Context: an optimization exercise on an open-source flow, tuned for a short achievable clock period and few clock cycles. The choices shown serve that exercise and are no tape-out recipe.
The RTL was checked by simulation tests, not by an equivalence proof against the original design.
Power is estimated from default activity; no workload was simulated.

Design cpu, start of the top module:
module cpu(
    input clk,
    input nrst,
    output halt,
    output bit1_cp2,
    output bit2_cp3,
    output [2:0] io_address,
    output [7:0] dataout,
    input skip_flag,
    input clearacc,
    input [7:0] datain,
    output [11:0] address,
    output [11:0] write_data,
    output write_enable,
    output mem_load,
    input [11:0] read_data,
    input mem_ready
);
export LEC_CHECK = 0
export CAP_MARGIN = 20
export CORE_MARGIN = 2
export CORE_UTILIZATION = 40
export SETUP_SLACK_MARGIN = 4.0
export SLEW_MARGIN = 20
export SYNTH_HIERARCHICAL = 1
export SYNTH_MINIMUM_KEEP_SIZE = 0
export TNS_END_PERCENT = 100
create_clock -name core_clock -period 6.5 [get_ports {clk}]
standard.sh (not shown) runs the stock make flow with config.mk's settings and CLKGATE_MAP_FILE= SYNTH_SCRIPT=/design/flow/synth_recipe.tcl, a recipe that flattens the netlist after the stock synthesis.
==> flow/flow/run.sh <==
#!/bin/bash
# Layout: the standard synthesis and layout, with two resizer settings
# changed: ports get a plain buf_6 instead of the smallest buffer (a slow
# delay cell in this library), and the resizer may swap cells across
# footprints (the platform's default ties each cell to its own footprint).
set -euo pipefail
bash standard.sh synth > synth.log 2>&1
bash standard.sh MATCH_CELL_FOOTPRINT=0 "BUFFER_PORTS_ARGS=-buffer_cell sky130_fd_sc_hd__buf_6" finish > layout.log 2>&1
The starting point ran to the end with no violations.
Testbench counts at the start, summed over its fixed seeds: cycles 135,783.
==> next run, changes <==
--- a/flow/design.v
+++ b/flow/design.v
@@ -31,48 +31,56 @@
 reg [11:0] ac;
 reg l;
 reg [11:0] md_g, md_p;
 reg sk;
 reg [11:0] addr_r;
 reg [11:0] wd_r;
 reg w_ac;
 reg we_r;
 reg ml_r;
 reg [2:0] io_r;
 assign address = addr_o;
-assign write_data = ({{4{w_ac3}}, {4{w_ac2}}, {4{w_ac1}}} & ac) | wd_r;
+assign write_data = ({12{w_ac}} & acw) | wd_r;
 assign write_enable = we_r;
 assign mem_load = ml_r;
 assign halt = s_halt;
 assign io_address = io_r;
-assign dataout = ac[7:0];
+assign dataout = acw[7:0];
 assign bit1_cp2 = ir[1];
 assign bit2_cp3 = ir[2];
 reg m_inc, m_neg, m_one;
 wire [12:0] s3;
 opr1_value u_opr1_value(
     .ac(ac), .l(l), .cla(ir[7]), .cll(ir[6]), .cma(ir[5]), .cml(ir[4]), .iac(ir[0]),
     .m_inc(m_inc), .m_neg(m_neg), .m_one(m_one), .s3(s3));
 reg q_none, q_rar, q_rtr, q_ral, q_rtl, q_bsw;
 wire [12:0] tad_sum;
 tad_add u_tad_add(.g(md_g), .p(md_p), .l(l), .sum(tad_sum));
 wire [12:0] lac_v;
 acc_next u_acc_next(
     .l(l), .ac(ac), .md_g(md_g), .tad_sum(tad_sum), .s3(s3),
     .q_none(q_none), .q_rar(q_rar), .q_rtr(q_rtr), .q_ral(q_ral), .q_rtl(q_rtl), .q_bsw(q_bsw),
     .p_none(p_none), .p_and(p_and), .p_tad(p_tad), .p_clr(p_clr), .iotc(s_iotf),
     .datain(datain), .clearacc(clearacc), .nrst(nrst), .lac_v(lac_v));
 wire [11:0] ac_v = lac_v[11:0];
+wire [12:0] lac_w;
+acc_next u_acc_copy(
+    .l(l), .ac(ac), .md_g(md_g), .tad_sum(tad_sum), .s3(s3),
+    .q_none(q_none), .q_rar(q_rar), .q_rtr(q_rtr), .q_ral(q_ral), .q_rtl(q_rtl), .q_bsw(q_bsw),
+    .p_none(p_none), .p_and(p_and), .p_tad(p_tad), .p_clr(p_clr), .iotc(s_iotf),
+    .datain(datain), .clearacc(clearacc), .nrst(nrst), .lac_v(lac_w));
+reg [11:0] acw;
+always @(posedge clk)
+    acw <= lac_w[11:0];
 wire [11:0] pc1 = pc + 12'd1;
-wire [11:0] a1;
-inc12 u_inc_a1(.x(addr_r), .y(a1));
+wire [11:0] a1 = addr_r + 12'd1;
 reg t_sma, t_sza, t_snl, t_inv;
 reg t_iot;
 wire g2skip;
 skip_test u_skip_test(
     .ac(ac), .l(l), .t_sma(t_sma), .t_sza(t_sza), .t_snl(t_snl), .t_inv(t_inv),
     .g2skip(g2skip));
 wire fetchc = s_fetch | s_iotf;
 wire [11:0] I = read_data;
 wire [2:0] op = I[11:9];
 wire [11:0] ea = {I[7] ? addr_r[11:7] : 5'b00000, I[6:0]};
 always @(posedge clk)
@@ -180,35 +188,22 @@
     .fetchc(fetchc), .mem_ready(mem_ready), .t_iot(t_iot), .skip_flag(skip_flag),
     .g2skip(g2skip), .nrst(nrst), .a(d_take[26:21]), .b(d_else[26:21]), .y(c_d[26:21]));
 take_pick #(.W(10), .R(C_RESET[20:11])) u_c_pick1(
     .fetchc(fetchc), .mem_ready(mem_ready), .t_iot(t_iot), .skip_flag(skip_flag),
     .g2skip(g2skip), .nrst(nrst), .a(d_take[20:11]), .b(d_else[20:11]), .y(c_d[20:11]));
 take_pick #(.W(5), .R(C_RESET[10:6])) u_c_pick2(
     .fetchc(fetchc), .mem_ready(mem_ready), .t_iot(t_iot), .skip_flag(skip_flag),
     .g2skip(g2skip), .nrst(nrst), .a(d_take[10:6]), .b(d_else[10:6]), .y(c_d[10:6]));
 take_pick #(.W(6), .R(C_RESET[5:0])) u_c_pick3(
     .fetchc(fetchc), .mem_ready(mem_ready), .t_iot(t_iot), .skip_flag(skip_flag),
     .g2skip(g2skip), .nrst(nrst), .a(d_take[5:0]), .b(d_else[5:0]), .y(c_d[5:0]));
-wire [2:0] w_ac_d;
-take_pick #(.W(1), .R(1'b0)) u_wac_pick1(
-    .fetchc(fetchc), .mem_ready(mem_ready), .t_iot(t_iot), .skip_flag(skip_flag),
-    .g2skip(g2skip), .nrst(nrst), .a(d_take[4]), .b(d_else[4]), .y(w_ac_d[0]));
-take_pick #(.W(1), .R(1'b0)) u_wac_pick2(
-    .fetchc(fetchc), .mem_ready(mem_ready), .t_iot(t_iot), .skip_flag(skip_flag),
-    .g2skip(g2skip), .nrst(nrst), .a(d_take[4]), .b(d_else[4]), .y(w_ac_d[1]));
-take_pick #(.W(1), .R(1'b0)) u_wac_pick3(
-    .fetchc(fetchc), .mem_ready(mem_ready), .t_iot(t_iot), .skip_flag(skip_flag),
-    .g2skip(g2skip), .nrst(nrst), .a(d_take[4]), .b(d_else[4]), .y(w_ac_d[2]));
-reg w_ac1, w_ac2, w_ac3;
-always @(posedge clk)
-    {w_ac3, w_ac2, w_ac1} <= w_ac_d;
 always @(posedge clk)
     {s_fetch, s_ptr, s_oprd, s_write, s_iotf, s_halt,
      p_none, p_and, p_tad, p_clr,
      q_none, q_rar, q_rtr, q_ral, q_rtl, q_bsw,
      t_sma, t_sza, t_snl, t_inv, t_iot,
      we_r, w_ac, ml_r, io_r} <= c_d;
 endmodule
 module skip_test(
     input [11:0] ac,
     input l,
     input t_sma, t_sza, t_snl, t_inv,
=>
- cell count increases by a few percent
- sequential cell count went up by 9
- setup slack improves by 7.4 ps
- via count increases by roughly a tenth
- sequential power went up by roughly a tenth
- synthesized area climbs by a little under a tenth
Testbench counts after the change, summed over its fixed seeds: cycles 135,783.


Another version of the RTL of cpu (not shown whole).
For scale: roughly 0.012 sq mm of cells after synthesis.
Settings: LEC_CHECK=0, CAP_MARGIN=20, CORE_MARGIN=2, CORE_UTILIZATION=40, SETUP_SLACK_MARGIN=4.4, SLEW_MARGIN=20, SYNTH_HIERARCHICAL=1, SYNTH_MINIMUM_KEEP_SIZE=0, TNS_END_PERCENT=100; clock period 6.5 ns.
Scripts as last shown in full above: flow/flow/run.sh
Testbench counts at the start, summed over its fixed seeds: cycles 137,261.
Edit:
--- a/flow/design.v
+++ b/flow/design.v
@@ -75,19 +75,28 @@
 reg [11:0] acw;
 always @(posedge clk)
     acw <= lac_w;
 wire [11:0] ac_v = lac_v[11:0];
 wire [11:0] pc1 = pc + 12'd1;
 wire [11:0] a1 = addr_r + 12'd1;
 reg t_sma, t_sza, t_snl, t_inv;
 reg t_iot;
+reg zf;
+wire zf_d;
+zero_next u_zero_next(
+    .ac(ac), .md_g(md_g), .md_p(md_p), .s3(s3),
+    .q_none(q_none), .q_rar(q_rar), .q_rtr(q_rtr), .q_ral(q_ral), .q_rtl(q_rtl), .q_bsw(q_bsw),
+    .p_none(p_none), .p_and(p_and), .p_tad(p_tad), .p_clr(p_clr), .iotc(s_iotf),
+    .datain(datain), .clearacc(clearacc), .nrst(nrst), .zf_d(zf_d));
+always @(posedge clk)
+    zf <= zf_d;
 wire g2skip;
 skip_test u_skip_test(
-    .ac(ac), .l(l), .t_sma(t_sma), .t_sza(t_sza), .t_snl(t_snl), .t_inv(t_inv),
+    .ac11(ac[11]), .zf(zf), .l(l), .t_sma(t_sma), .t_sza(t_sza), .t_snl(t_snl), .t_inv(t_inv),
     .g2skip(g2skip));
 wire fetchc = s_fetch | s_iotf;
 wire [11:0] I = read_data;
 wire [2:0] op = I[11:9];
 wire [11:0] ea = {I[7] ? addr_r[11:7] : 5'b00000, I[6:0]};
 always @(posedge clk)
     {l, ac} <= lac_v;
 wire [11:0] ir_d;
@@ -200,22 +209,23 @@
     {s_fetch, s_ptr, s_oprd, s_write, s_iotf, s_halt,
      p_none, p_and, p_tad, p_clr,
      q_none, q_rar, q_rtr, q_ral, q_rtl, q_bsw,
      t_sma, t_sza, t_snl, t_inv, t_iot,
      we_r, w_ac, ml_r, io_r,
      qs_none, qs_rar, qs_rtr, qs_ral, qs_rtl, qs_bsw, g1w} <= c_d;
 endmodule
 module skip_test(
-    input [11:0] ac,
+    input ac11,
+    input zf,
     input l,
     input t_sma, t_sza, t_snl, t_inv,
     output g2skip
 );
-    assign g2skip = ((t_sma & ac[11]) | (t_sza & ~(|ac)) | (t_snl & l)) ^ t_inv;
+    assign g2skip = ((t_sma & ac11) | (t_sza & zf) | (t_snl & l)) ^ t_inv;
 endmodule
 module acc_next(
     input l,
     input [11:0] ac,
     input [11:0] md_g,
     input [12:0] tad_sum,
     input [12:0] s3,
     input q_none, q_rar, q_rtr, q_ral, q_rtl, q_bsw,
@@ -424,8 +434,33 @@
                 : wd_r;
 endmodule
 module inc12(
     input [11:0] x,
     output [11:0] y
 );
     assign y = x + 12'd1;
 endmodule
+module zero_next(
+    input [11:0] ac,
+    input [11:0] md_g,
+    input [11:0] md_p,
+    input [12:0] s3,
+    input q_none, q_rar, q_rtr, q_ral, q_rtl, q_bsw,
+    input p_none, p_and, p_tad, p_clr, iotc,
+    input [7:0] datain,
+    input clearacc,
+    input nrst,
+    output zf_d
+);
+    wire z_ac = ~(|ac);
+    wire z_and = ~(|md_g);
+    wire [11:0] o = md_g | md_p;
+    wire z_tad = &(md_p ~^ {o[10:0], 1'b0});
+    wire z_iot = ~(|datain) & (clearacc | z_ac);
+    wire z_g1 = ((q_none | q_bsw) & ~(|s3[11:0]))
+              | (q_rar & ~(|s3[12:1]))
+              | (q_rtr & ~(|{s3[12:2], s3[0]}))
+              | (q_ral & ~(|{s3[12], s3[10:0]}))
+              | (q_rtl & ~(|{s3[12:11], s3[9:0]}));
+    assign zf_d = ~nrst | (p_none & z_ac) | p_clr | (p_and & z_and) | (p_tad & z_tad)
+                | (iotc & z_iot) | z_g1;
+endmodule
=>
- global-route usage went up by 0.52 points
- flip-flop and latch count went up by 1
- count of clock-buffer cells in the layout stays the same
- register-to-register slack gains 0.03 ns
- total power went down by 1.6%
- worst setup slack loses 0.035 ns
- die area went up by 2.5%
- maximum frequency went down by 1.4%
Testbench counts after the change, summed over its fixed seeds: cycles 137,261.

afterwards: timing with drivers on the ports:
The flow's constraints put no driver on any port. The routed layouts listed below were extracted and timed again, unchanged, in two steps. Step 1 sets driving cells, clkbuf_16 on the clock port and buf_2 on the other inputs (assumed; they add their load-dependent delay and slew). Step 2 times the ports against the registers' clock, not the clock port: input delays grow and output delays shrink by t, the midpoint of the rising clock arrivals with the driver on. Three values: ideal, step 1, step 2; two values: the first two.
run	t, ns	setup WS [ns]	slew at the worst register clock pin (ns)	worst data-port slew with drivers (ns)	pins driven straight from the clock port
the first run of note 1	0.478	3.966 / 3.952 / 3.643	0.07 / 0.07	0.06	1
the second run of note 1	0.477	3.974 / 3.949 / 3.643	0.07 / 0.07	0.06	1
the first run of note 2	0.478	4.086 / 4.034 / 3.660	0.08 / 0.08	0.18	1
the second run of note 2	0.489	4.052 / 4.001 / 3.682	0.08 / 0.08	0.24	1
After both steps every run listed still meets setup and hold. The setup slack of the first run of note 2, which loses most, moves by -0.052 ns with the drivers and by -0.426 ns with both steps.
